This is an optimization exercise on Yosys and OpenROAD, whose aim is small area, not a production implementation.

## htop
module htop (
    rst_n_scl,clk_scl,
    scl_i_vsync,scl_i_hsync,
    scl_i_data_r,scl_i_data_g,scl_i_data_b,
    scl_cfg_mode,scl_cfg_rsz,scl_cfg_flt,scl_i_data_en,
    scl_o_vsync,scl_o_hsync,
    scl_o_data_en,
    scl_o_data_r,scl_o_data_g,scl_o_data_b);
Size: about 1000 cells after synthesis, ~60 I/O pins, roughly 0.012 mm2 of cells after synthesis.
Settings: LEC_CHECK=0, CAP_MARGIN=20, CORE_MARGIN=2, CORE_UTILIZATION=40, CTS_BUF_LIST=sky130_fd_sc_hd__clkbuf_8, SLEW_MARGIN=20, SYNTH_HIERARCHICAL=1; clock period 6.5 ns.
standard.sh (not shown) runs the stock make flow with config.mk's settings and CLKGATE_MAP_FILE= SYNTH_SCRIPT=/design/flow/synth_recipe.tcl, a recipe that flattens the netlist after the stock synthesis.
==> flow/flow/run.sh <==
#!/bin/bash
# The standard layout (the standard.sh, standard synthesis unchanged), with the port
# buffers made from the smallest buffer cell, and non-critical gates downsized after global routing. make's full output goes to layout.log here;
# each ORFS step also keeps its own log under orfs/logs/.
set -euo pipefail
export BUFFER_PORTS_ARGS="-buffer_cell sky130_fd_sc_hd__buf_1"
export RECOVER_POWER=100
bash standard.sh > layout.log 2>&1
==> next run, changes <==
--- a/flow/design.v
+++ b/flow/design.v
@@ -14,43 +14,42 @@
     scl_o_data_r,scl_o_data_g,scl_o_data_b);
 input rst_n_scl,clk_scl;
 input scl_i_vsync,scl_i_hsync;
 input [7:0] scl_i_data_r,scl_i_data_g,scl_i_data_b;
 input scl_i_data_en,scl_cfg_mode,scl_cfg_rsz;
 input [1:0] scl_cfg_flt;
 output scl_o_vsync,scl_o_hsync;
 output scl_o_data_en;
 output [7:0] scl_o_data_r,scl_o_data_g,scl_o_data_b;
 reg [7:0] r0,r1,r2,r3,r4,r5,ro;
 reg [7:0] g0,g1,g2,g3,g4,g5,go;
 reg [7:0] b0,b1,b2,b3,b4,b5,bo;
-reg [7:0] yxr,yyr;          
 reg e0,e1,e2,e3,e4;         
 reg k2,k3,k4,k5,ko;         
 reg [1:0] cnt;              
 reg [5:0] vsync_d,hsync_d;
 reg vo,ho;
 reg cset1, rev;
+reg selg, selh, xf, yf;
 wire mode = scl_cfg_mode;
 wire keep1 = !mode || (scl_cfg_rsz ? (cnt == 2'd0) : !cnt[0]);
-wire ldr = mode & k3;
-wire ldg = mode & k4;
-wire ldb = mode & k5;
-wire [7:0] xa = k3 ? g4 : r3;
-wire [7:0] xb = k3 ? g3 : r2;
-wire [7:0] xc = k3 ? g2 : r1;
-wire [7:0] xd0 = k3 ? g1 : r0;
-wire xf = k3 ? (e2 & e1) : (e1 & e0);
+wire ldr = mode & k2;
+wire ldg = mode & k3;
+wire ldb = mode & k4;
+wire [7:0] xa = selg ? g4 : r3;
+wire [7:0] xb = selg ? g3 : r2;
+wire [7:0] xc = selh ? g2 : r1;
+wire [7:0] xd0 = selh ? g1 : r0;
 wire [7:0] xd = xf ? xd0 : xc;
-wire [7:0] yd = (e3 & e2) ? b2 : b3;
+wire [7:0] yd = yf ? b2 : b3;
 wire [15:0] ua, ub, uc, ud, uy;
 assign ua = {rev ? yd : b5, rev ? xd : xa};
 assign ub = {rev ? b3 : b4, rev ? xc : xb};
 assign uc = {rev ? b4 : b3, rev ? xb : xc};
 assign ud = {rev ? b5 : yd, rev ? xa : xd};
 wire [7:0] yx = uy[7:0];
 wire [7:0] yy = uy[15:8];
 genvar u;
 generate for (u = 0; u < 2; u = u + 1) begin : unit
     wire [7:0] a = ua[8*u +: 8];
     wire [7:0] b = ub[8*u +: 8];
     wire [7:0] c = uc[8*u +: 8];
@@ -377,40 +376,40 @@
 end endgenerate
 wire fr = e1 & !e2;    
 wire fg = e2 & !e3;
 wire fb = e3 & !e4;
 always @(posedge clk_scl) begin
     r0 <= scl_i_data_r;
     g0 <= scl_i_data_g;
     b0 <= scl_i_data_b;
     if (e0) r1 <= r0;
     if (e1) g2 <= g1;
     if (e2) b3 <= b2;
     r2 <= r1;
-    r3 <= fr ? r1 : r2;
-    r4 <= ldr ? yxr : r3;
-    r5 <= r4; ro <= r5;
+    r3 <= ldr ? yx : (fr ? r1 : r2);
+    r4 <= r3; r5 <= r4; ro <= r5;
     g1 <= g0; g3 <= g2;
-    g4 <= fg ? g2 : g3;
-    g5 <= ldg ? yxr : g4;
-    go <= g5;
+    g4 <= ldg ? yx : (fg ? g2 : g3);
+    g5 <= g4; go <= g5;
     b1 <= b0; b2 <= b1; b4 <= b3;
-    b5 <= fb ? b3 : b4;
-    bo <= ldb ? yyr : b5;
-    yxr <= yx;
-    yyr <= yy;
+    b5 <= ldb ? yy : (fb ? b3 : b4);
+    bo <= b5;
     cnt <= (e0 & e1) ? cnt + 2'd1 : 2'd0;
     cset1 <= scl_cfg_flt[0] ^ scl_cfg_flt[1];
     rev <= scl_cfg_flt[1];
     e1 <= e0; e2 <= e1; e3 <= e2; e4 <= e3;
+    selg <= k2;
+    selh <= k2 & scl_cfg_mode;    
+    xf <= k2 ? (e1 & e0) : (e0 & scl_i_data_en);
+    yf <= e2 & e1;
 end
 always @(posedge clk_scl or negedge rst_n_scl) begin
     if (!rst_n_scl) begin
         e0 <= 0;
         k2 <= 0; k3 <= 0; k4 <= 0; k5 <= 0; ko <= 0;
         vsync_d <= 0; hsync_d <= 0; vo <= 0; ho <= 0;
     end else begin
         e0 <= scl_i_data_en;
         k2 <= e1 & keep1; k3 <= k2; k4 <= k3; k5 <= k4; ko <= k5;
         vsync_d <= {vsync_d[4:0], scl_i_vsync};
         hsync_d <= {hsync_d[4:0], scl_i_hsync};
         vo <= vsync_d[5];
The new run finished with timing, DRC and antenna clean.
First-iteration DRC count increases by 110%.
Synthesized area decreases by 2.9%.
Final cell count increases by 4.5%.
Sequential share of layout area decreases by 1.5 points.
Via count increases by 5.3%.
Worst hold slack gains 0.0087 ns.
Routed wire length increases by 3.5%.
Sequential cell count decreases by 12.
Setup slack loses 0.019 ns.
Cell area decreases by 0.39%.
No functional check of the RTL was part of any run of this note.

========
Another version of the RTL of htop (not shown whole).
Size in the first run: roughly 1100 cells after synthesis, roughly 200 flip-flops, about 60 I/O pins, roughly 12000 sq um of cells after synthesis.
==> flow/config.mk <==
export PLATFORM = sky130hd
export DESIGN_NAME = htop
export DESIGN_NICKNAME = htop
export VERILOG_FILES = /design/flow/design.v
export SDC_FILE = /design/flow/constraint.sdc
export NUM_CORES = 4
export LEC_CHECK = 0
export CAP_MARGIN = 20
export CORE_MARGIN = 2
export CORE_UTILIZATION = 40
export CTS_BUF_LIST = sky130_fd_sc_hd__clkbuf_8
export SLEW_MARGIN = 20
export SYNTH_HIERARCHICAL = 1
==> flow/constraint.sdc <==
create_clock -name core_clock -period 6.5 [get_ports {clk_scl}]
set_input_delay 1.3000 -clock core_clock [delete_from_list [all_inputs] [get_ports {clk_scl}]]
set_output_delay 1.3000 -clock core_clock [all_outputs]
set_load 0.01 [all_outputs]
Scripts as last shown in full above: flow/flow/run.sh
Edit:
--- a/flow/design.v
+++ b/flow/design.v
@@ -18,25 +18,24 @@
 input scl_i_data_en,scl_cfg_mode,scl_cfg_rsz;
 input [1:0] scl_cfg_flt;
 output scl_o_vsync,scl_o_hsync;
 output scl_o_data_en;
 output [7:0] scl_o_data_r,scl_o_data_g,scl_o_data_b;
 reg [7:0] r0,r1,r2,r3,r4,r5,ro;
 reg [7:0] g0,g1,g2,g3,g4,g5,go;
 reg [7:0] b0,b1,b2,b3,b4,b5,bo;
-reg e0,e1,e2,e3;            
+reg e0,e1,e2,e3,e4;         
 reg k2,k3,k4,k5,ko;         
-reg [1:0] cnt;              
 reg [5:0] vsync_d,hsync_d;
 reg vo,ho;
 reg cset1, rev;
 reg selg, selh, xf, yf;
 wire mode = scl_cfg_mode;
-wire keep1 = !mode || (scl_cfg_rsz ? (cnt == 2'd0) : !cnt[0]);
+wire keep1 = !mode || (scl_cfg_rsz ? (!e2 || (k5 & e2 & e3 & e4)) : !(e2 & k2));
 wire ldr = mode & k2;
 wire ldg = mode & k3;
 wire ldb = mode & k4;
 wire [7:0] xa = selg ? g4 : r3;
 wire [7:0] xb = selg ? g3 : r2;
 wire [7:0] xc = selh ? g2 : r1;
 wire [7:0] xd0 = selh ? g1 : r0;
 wire [7:0] xd = xf ? xd0 : xc;
@@ -326,41 +325,38 @@
     wire n266, n267;
     fadd un266 (.a(b[6]), .b(n209), .c(n237), .s(n266), .co(n267));
     wire [18:0] sx = {n91, n90, n89, n266, n264, n262, n260, n258, n256, n254, n252, n250, n248, n246, n244, n242, n240, n238, n39};
     wire [18:0] sy = {1'b0, 1'b0, n267, n265, n263, n261, n259, n257, n255, n253, n251, n249, n247, n245, n243, n241, n239, n0, n80};
     wire [18:0] s = sx + sy;
     assign y = s[18] ? 8'd0 : (s[17] ? 8'd255 : s[16:9]);
     assign uy[8*u +: 8] = y;
 end endgenerate
-wire fr = e0 & !e1;    
-wire fg = e1 & !e2;
-wire fb = e2 & !e3;
+wire fr = e1 & !e2;    
+wire fg = e2 & !e3;
+wire fb = e3 & !e4;
 always @(posedge clk_scl) begin
     r0 <= scl_i_data_r;
     g0 <= scl_i_data_g;
     b0 <= scl_i_data_b;
     if (e0) r1 <= r0;
     if (e1) g2 <= g1;
     if (e2) b3 <= b2;
-    r2 <= fr ? r0 : r1;
-    r3 <= ldr ? yx : r2;
+    r2 <= r1;
+    r3 <= ldr ? yx : (fr ? r1 : r2);
     r4 <= r3; r5 <= r4; ro <= r5;
-    g1 <= g0;
-    g3 <= fg ? g1 : g2;
-    g4 <= ldg ? yx : g3;
+    g1 <= g0; g3 <= g2;
+    g4 <= ldg ? yx : (fg ? g2 : g3);
     g5 <= g4; go <= g5;
-    b1 <= b0; b2 <= b1;
-    b4 <= fb ? b2 : b3;
-    b5 <= ldb ? yy : b4;
+    b1 <= b0; b2 <= b1; b4 <= b3;
+    b5 <= ldb ? yy : (fb ? b3 : b4);
     bo <= b5;
-    cnt <= (e0 & e1) ? cnt + 2'd1 : 2'd0;
     cset1 <= scl_cfg_flt[0] ^ scl_cfg_flt[1];
     rev <= scl_cfg_flt[1];
-    e1 <= e0; e2 <= e1; e3 <= e2;
+    e1 <= e0; e2 <= e1; e3 <= e2; e4 <= e3;
     selg <= k2;
     selh <= k2 & scl_cfg_mode;    
     xf <= k2 ? (e1 & e0) : (e0 & scl_i_data_en);
     yf <= e2 & e1;
 end
 always @(posedge clk_scl or negedge rst_n_scl) begin
     if (!rst_n_scl) begin
         e0 <= 0;
After rerunning:
- The new run finished with timing, DRC and antenna clean
- fmax went up by 0.34%
- sequential cell count went down by 1
- routed wire length went up by 3.0%
- via count went up by 2.6%
- setup slack gets better by 0.021 ns
- global-route usage went up by 0.60 points
- hold slack gets worse by 0.0054 ns
Function was not checked in any run of this note: the RTL went through the layout flow alone.

-- port drivers added, routing unchanged --
How much do the figures lean on ideal ports? The routed layouts below were timed once more, with nothing changed but the port constraints.
Step 1 sets driving cells, clkbuf_16 on the clock port and buf_2 on the other inputs (assumed; they add their load-dependent delay and slew).
Step 2 adds t to the input delays and takes it off the output delays; t is the mean of the earliest and latest rising clock arrival at the registers after step 1. Input paths then give back, and output paths get back, about the clock's delay inside the block.
Three values: ideal, step 1, step 2; two values: the first two.
run	t, ns	setup WS [ns]	hold slack, ns	latest minus earliest clock arrival (ns)	slew at the worst register clock pin (ns)
the first run of note 1	0.581	0.126 / 0.126 / 0.126	0.314 / 0.314 / 0.314	0.022 / 0.021	0.08 / 0.08
the second run of note 1	0.502	0.107 / 0.107 / 0.107	0.323 / 0.323 / 0.323	0.018 / 0.017	0.12 / 0.12
the first run of note 2	0.503	0.262 / 0.262 / 0.262	0.331 / 0.331 / 0.331	0.023 / 0.024	0.12 / 0.12
the second run of note 2	0.498	0.284 / 0.284 / 0.284	0.326 / 0.326 / 0.326	0.025 / 0.025	0.11 / 0.11
After both steps setup and hold are still met in every run listed.
